Source: an optimization exercise on an open RTL-to-GDS flow (aim: small area). Production flows keep margins and buffers that such runs may drop.
The RTL was checked by simulation tests, not by an equivalence proof against the original design.

==> 02-10: inputs <==
==> flow/design.v <==
module proc(Clock,Reset,Run,data,Done,reg_A,reg_B,contentA,contentB,memoryB,Gtmp,curr_stage,stage,out);
	input Reset, Clock, Run;
	output reg Done;  
	input [15:0]data;
	output reg [2:0]  reg_A;
	output reg [15:0] contentA;
	output reg [15:0] contentB;
	output reg [15:0] memoryB;
	output reg [2:0]  reg_B;
	output reg [1:0]  curr_stage;  
	output reg [15:0]out;
	output reg [3:0]stage;
	(* mem2reg *) reg [15:0] RegisterBank [7:0];  
	(* mem2reg *) reg [15:0] DataMemory [7:0];  
	reg [15:0] instruction;  
	reg [3:0]  instructionIndex; 
	reg [5:0]  imediate;
	reg [15:0] tmpreg;
	reg [15:0] addrreg;  
	output reg [15:0] Gtmp;
	integer i;
	always @(posedge Clock) begin
		if (Run) begin
			if (Reset) begin
				for(i=0;i<8;i=i+1) begin
					RegisterBank[i] = i;
					DataMemory[i] = i;
				end
				Done = 1'b0;
				curr_stage = 2'b00;
				Gtmp = 0;
				tmpreg = 0;
				out = 0;
			end
			if(Done) begin
				Done = 1'b0;
				curr_stage = 2'b00;
			end
			case (curr_stage)
				2'b00:  
				begin
					stage = 4'b1000;
					instruction = data;
					instructionIndex = instruction[15:12];
					reg_A = instruction[11:9];
					reg_B = instruction[8:6];
					imediate = instruction[5:0];
					contentA = RegisterBank[reg_A];
					contentB = RegisterBank[reg_B];
					memoryB = DataMemory[contentB[2:0]];
				end
				2'b01:begin  
				stage = 4'b0100;
				case (instructionIndex)
					4'b0000:  
					begin
						RegisterBank[reg_A] = RegisterBank[reg_B];
						Done = 1'b1;
						contentA = RegisterBank[reg_A];
						out = RegisterBank[reg_A];
					end
					4'b0001:  
					begin
						RegisterBank[reg_A] = {reg_B,imediate};
						Done = 1'b1;
						contentA = RegisterBank[reg_A];
						out = RegisterBank[reg_A];
					end
					4'b0010:  
					begin
						tmpreg = RegisterBank[reg_A];
					end
					4'b0011:  
					begin
						tmpreg = RegisterBank[reg_A];
					end
					4'b0100:  
					begin
						RegisterBank[reg_A] = RegisterBank[reg_A] & RegisterBank[reg_B];
						Done = 1'b1;
						out = RegisterBank[reg_A];
						contentA = RegisterBank[reg_A];
					end
					4'b0101:  
					begin
						if (RegisterBank[reg_A] < RegisterBank[reg_B])
							RegisterBank[reg_A] = 1;
						else
							RegisterBank[reg_A] = 0;
						Done = 1'b1;
						out = RegisterBank[reg_A];
						contentA = RegisterBank[reg_A];
					end
					4'b0110:  
					begin
						RegisterBank[reg_A] = RegisterBank[reg_A] << RegisterBank[reg_B];
						Done = 1'b1;
						out = RegisterBank[reg_A];
						contentA = RegisterBank[reg_A];
					end
					4'b0111:  
					begin
						RegisterBank[reg_A] = RegisterBank[reg_A] >> RegisterBank[reg_B];
						Done = 1'b1;
						out = RegisterBank[reg_A];
						contentA = RegisterBank[reg_A];
					end
					4'b1000:  
					begin
						if (Gtmp != 0) begin
							RegisterBank[reg_A] = RegisterBank[reg_B];
						end
						contentA = RegisterBank[reg_A];
						Done = 1'b1;
					end
					4'b1001:  
					begin
						tmpreg = RegisterBank[reg_B];
					end
					4'b1010:  
					begin
						tmpreg = RegisterBank[reg_A];
					end
				endcase
				end
				2'b10: begin 
				stage = 4'b0010;
				case (instructionIndex)
					4'b0010:  
					begin
						Gtmp = tmpreg + RegisterBank[reg_B];
					end
					4'b0011: 
					begin
						Gtmp = tmpreg - RegisterBank[reg_B];
					end
					4'b1001:  
					begin
						RegisterBank[reg_A] = DataMemory[tmpreg[2:0]];
						Done = 1'b1;
						out = RegisterBank[reg_A];
						contentA = RegisterBank[reg_A];
					end
					4'b1010:  
					begin
						addrreg = RegisterBank[reg_B];
						DataMemory[addrreg[2:0]] = tmpreg;
						Done = 1'b1;
						out = RegisterBank[reg_A];
						memoryB = tmpreg;
					end
				endcase
				end
				2'b11: begin 
				stage = 4'b0001;
				case (instructionIndex)
					4'b0010: 
					begin
						RegisterBank[reg_A] = Gtmp;
						Done = 1'b1;
						contentA = RegisterBank[reg_A];
						out = RegisterBank[reg_A];
					end
					4'b0011: 
					begin
						RegisterBank[reg_A] = Gtmp;
						Done = 1'b1;
						contentA = RegisterBank[reg_A];
						out = RegisterBank[reg_A];
					end
				endcase
				end
			endcase
			curr_stage = curr_stage + 1'b1;
		end
	end
endmodule
==> flow/run.sh <==
#!/bin/bash
# synth_recipe.tcl (not shown) runs the flow's synth.tcl, then flattens the netlist and writes it again
# the make line also repeats each setting of config.mk as NAME=value (left out here)
make -C /OpenROAD-flow-scripts/flow DESIGN_CONFIG=/design/flow/config.mk WORK_HOME=/design/flow/orfs CLKGATE_MAP_FILE= SYNTH_SCRIPT=/design/flow/synth_recipe.tcl finish
==> flow/config.mk <==
export PLATFORM = sky130hd
export DESIGN_NAME = proc
export DESIGN_NICKNAME = proc
export VERILOG_FILES = /design/flow/design.v
export SDC_FILE = /design/flow/constraint.sdc
export NUM_CORES = 8
export LEC_CHECK = 0
export CAP_MARGIN = 20
export CORE_MARGIN = 2
export CORE_UTILIZATION = 40
export SLEW_MARGIN = 20
==> flow/constraint.sdc <==
create_clock -name core_clock -period 8.0 [get_ports {Clock}]
set_input_delay 1.6000 -clock core_clock [delete_from_list [all_inputs] [get_ports {Clock}]]
set_output_delay 1.6000 -clock core_clock [all_outputs]
set_load 0.01 [all_outputs]
==> 08-04 (differences from 02-10) <==
==> flow/design.v (replaced) <==
module proc(Clock,Reset,Run,data,Done,reg_A,reg_B,contentA,contentB,memoryB,Gtmp,curr_stage,stage,out);
	input Reset, Clock, Run;
	input [15:0] data;
	output Done;
	output reg [2:0]  reg_A;
	output reg [2:0]  reg_B;
	output [15:0] contentA;
	output [15:0] contentB;
	output [15:0] memoryB;
	output reg [15:0] Gtmp;
	output reg [1:0]  curr_stage;
	output [3:0] stage;
	output reg [15:0] out;
	reg [15:0] R [0:7];	 
	reg [15:0] M [0:7];	 
	reg [3:0]  op;
	reg [5:0]  imm;
	integer i;
	wire s0 = curr_stage == 2'd0;
	wire s1 = curr_stage == 2'd1;
	wire s2 = curr_stage == 2'd2;
	wire s3 = curr_stage == 2'd3;
	assign stage = {s1, s2, s3, s0};
	wire op_mvnz = op == 4'd8;
	wire one_stage = (op[3:1] == 3'd0) | (op[3:2] == 2'b01) | op_mvnz;	 
	wire two_stage = (op == 4'd9) | (op == 4'd10);
	wire addsub = op[3:1] == 3'b001;
	assign Done = (s2 & one_stage) | (s3 & two_stage) | (s0 & addsub);
	wire pend = Done & ~op_mvnz;
	wire [7:0] selA = pend ? 8'd0 : 8'd1 << reg_A;
	wire [7:0] selB = 8'd1 << reg_B;
	reg [15:0] ra, rb;
	always @* begin
		ra = pend ? out : 16'd0;
		rb = 16'd0;
		for (i = 0; i < 8; i = i + 1) begin
			ra = ra | (R[i] & {16{selA[i]}});
			rb = rb | (R[i] & {16{selB[i]}});
		end
	end
	assign contentA = ra;
	assign contentB = rb;
	wire [7:0] selM = 8'd1 << rb[2:0];
	reg [15:0] rm;
	always @* begin
		rm = 16'd0;
		for (i = 0; i < 8; i = i + 1)
			rm = rm | (M[i] & {16{selM[i]}});
	end
	assign memoryB = rm;
	wire [15:0] a = ra;
	wire [15:0] b = rb;
	wire [16:0] sum = {1'b0, a} + {1'b0, b ^ {16{op[0]}}} + {16'd0, op[0]};
	wire lt = ~sum[16];
	reg [15:0] ar, x, yr;
	always @* begin
		for (i = 0; i < 16; i = i + 1) ar[i] = a[15 - i];
	end
	wire big = |b[15:4];
	wire [15:0] y = big ? 16'd0 : ((op[0] ? a : ar) >> b[3:0]);
	always @* begin
		for (i = 0; i < 16; i = i + 1) yr[i] = y[15 - i];
	end
	reg [15:0] res;
	always @* begin
		case (op)
			4'd0: res = b;
			4'd1: res = {7'd0, reg_B, imm};
			4'd4: res = a & b;
			4'd5: res = {15'd0, lt};
			4'd6: res = yr;
			4'd7: res = y;
			4'd9: res = memoryB;
			4'd10: res = a;
			default: res = Gtmp;
		endcase
	end
	wire fetch = Reset | Done | s0;
	wire upd_out = ~Reset & ((s1 & (one_stage & ~op_mvnz)) | (s2 & two_stage) | (s3 & addsub));
	wire wr_mvnz = ~Reset & s1 & op_mvnz & (Gtmp != 16'd0);
	wire wr_commit = ~Reset & pend;
	wire wr_mem = ~Reset & s2 & (op == 4'd10);
	wire wr_g = ~Reset & s2 & addsub;
	wire [15:0] wd = op_mvnz ? b : out;
	always @(posedge Clock) begin
		if (Run) begin
			for (i = 0; i < 8; i = i + 1) begin
				if (Reset)
					R[i] <= i;
				else if ((wr_commit | wr_mvnz) && reg_A == i)
					R[i] <= wd;
				if (Reset)
					M[i] <= i;
				else if (wr_mem && b[2:0] == i)
					M[i] <= a;
			end
			if (Reset)
				Gtmp <= 16'd0;
			else if (wr_g)
				Gtmp <= sum[15:0];
			if (Reset)
				out <= 16'd0;
			else if (upd_out)
				out <= res;
			if (fetch) begin
				op <= data[15:12];
				reg_A <= data[11:9];
				reg_B <= data[8:6];
				imm <= data[5:0];
				curr_stage <= 2'd1;
			end else begin
				curr_stage <= curr_stage + 2'd1;
			end
		end
	end
endmodule
ABC_AREA = 1   (was default)
==> notes <==
- Of 02-10 and 08-04, 02-10 has the higher final area (gap about 150%, measured against 08-04).
- Between 08-04 and 02-10, the lower die area is in 08-04 (gap 60%, measured against 02-10).
- Against 02-10, the clock skew of 08-04 is lower by 0.021 ns.
- Against 08-04, the hold slack of 02-10 is lower by 0.058 ns.
- Utilization: 08-04 is higher than 02-10 (2.3 points).

-- afterwards: timing with drivers on the ports --
The results above use ideal ports. As a check the final layouts listed here were re-extracted and re-timed, cells and wires unchanged. Step 1: set_driving_cell puts a clkbuf_16 on Clock and a buf_2 on each other input, an assumption about the parent block. Step 2 moves the port delays by t, midway between the first and last clock arrival at a register: inputs arrive t later, outputs are due t later. That takes back most of the time a late clock gives input paths. Three values: ideal ports, drivers, drivers and shift; two values: the first two.
run	t, ns	slack for setup (ns)	cell pins on the clock port's net
02-10	0.784	1.716 / 1.716 / 0.971	1
08-04	0.603	1.550 / 1.496 / 1.898	1
After both steps every run listed still meets setup and hold. The setup slack of 02-10, which loses most, moves by 0.000 ns with the drivers and by -0.745 ns with both steps.
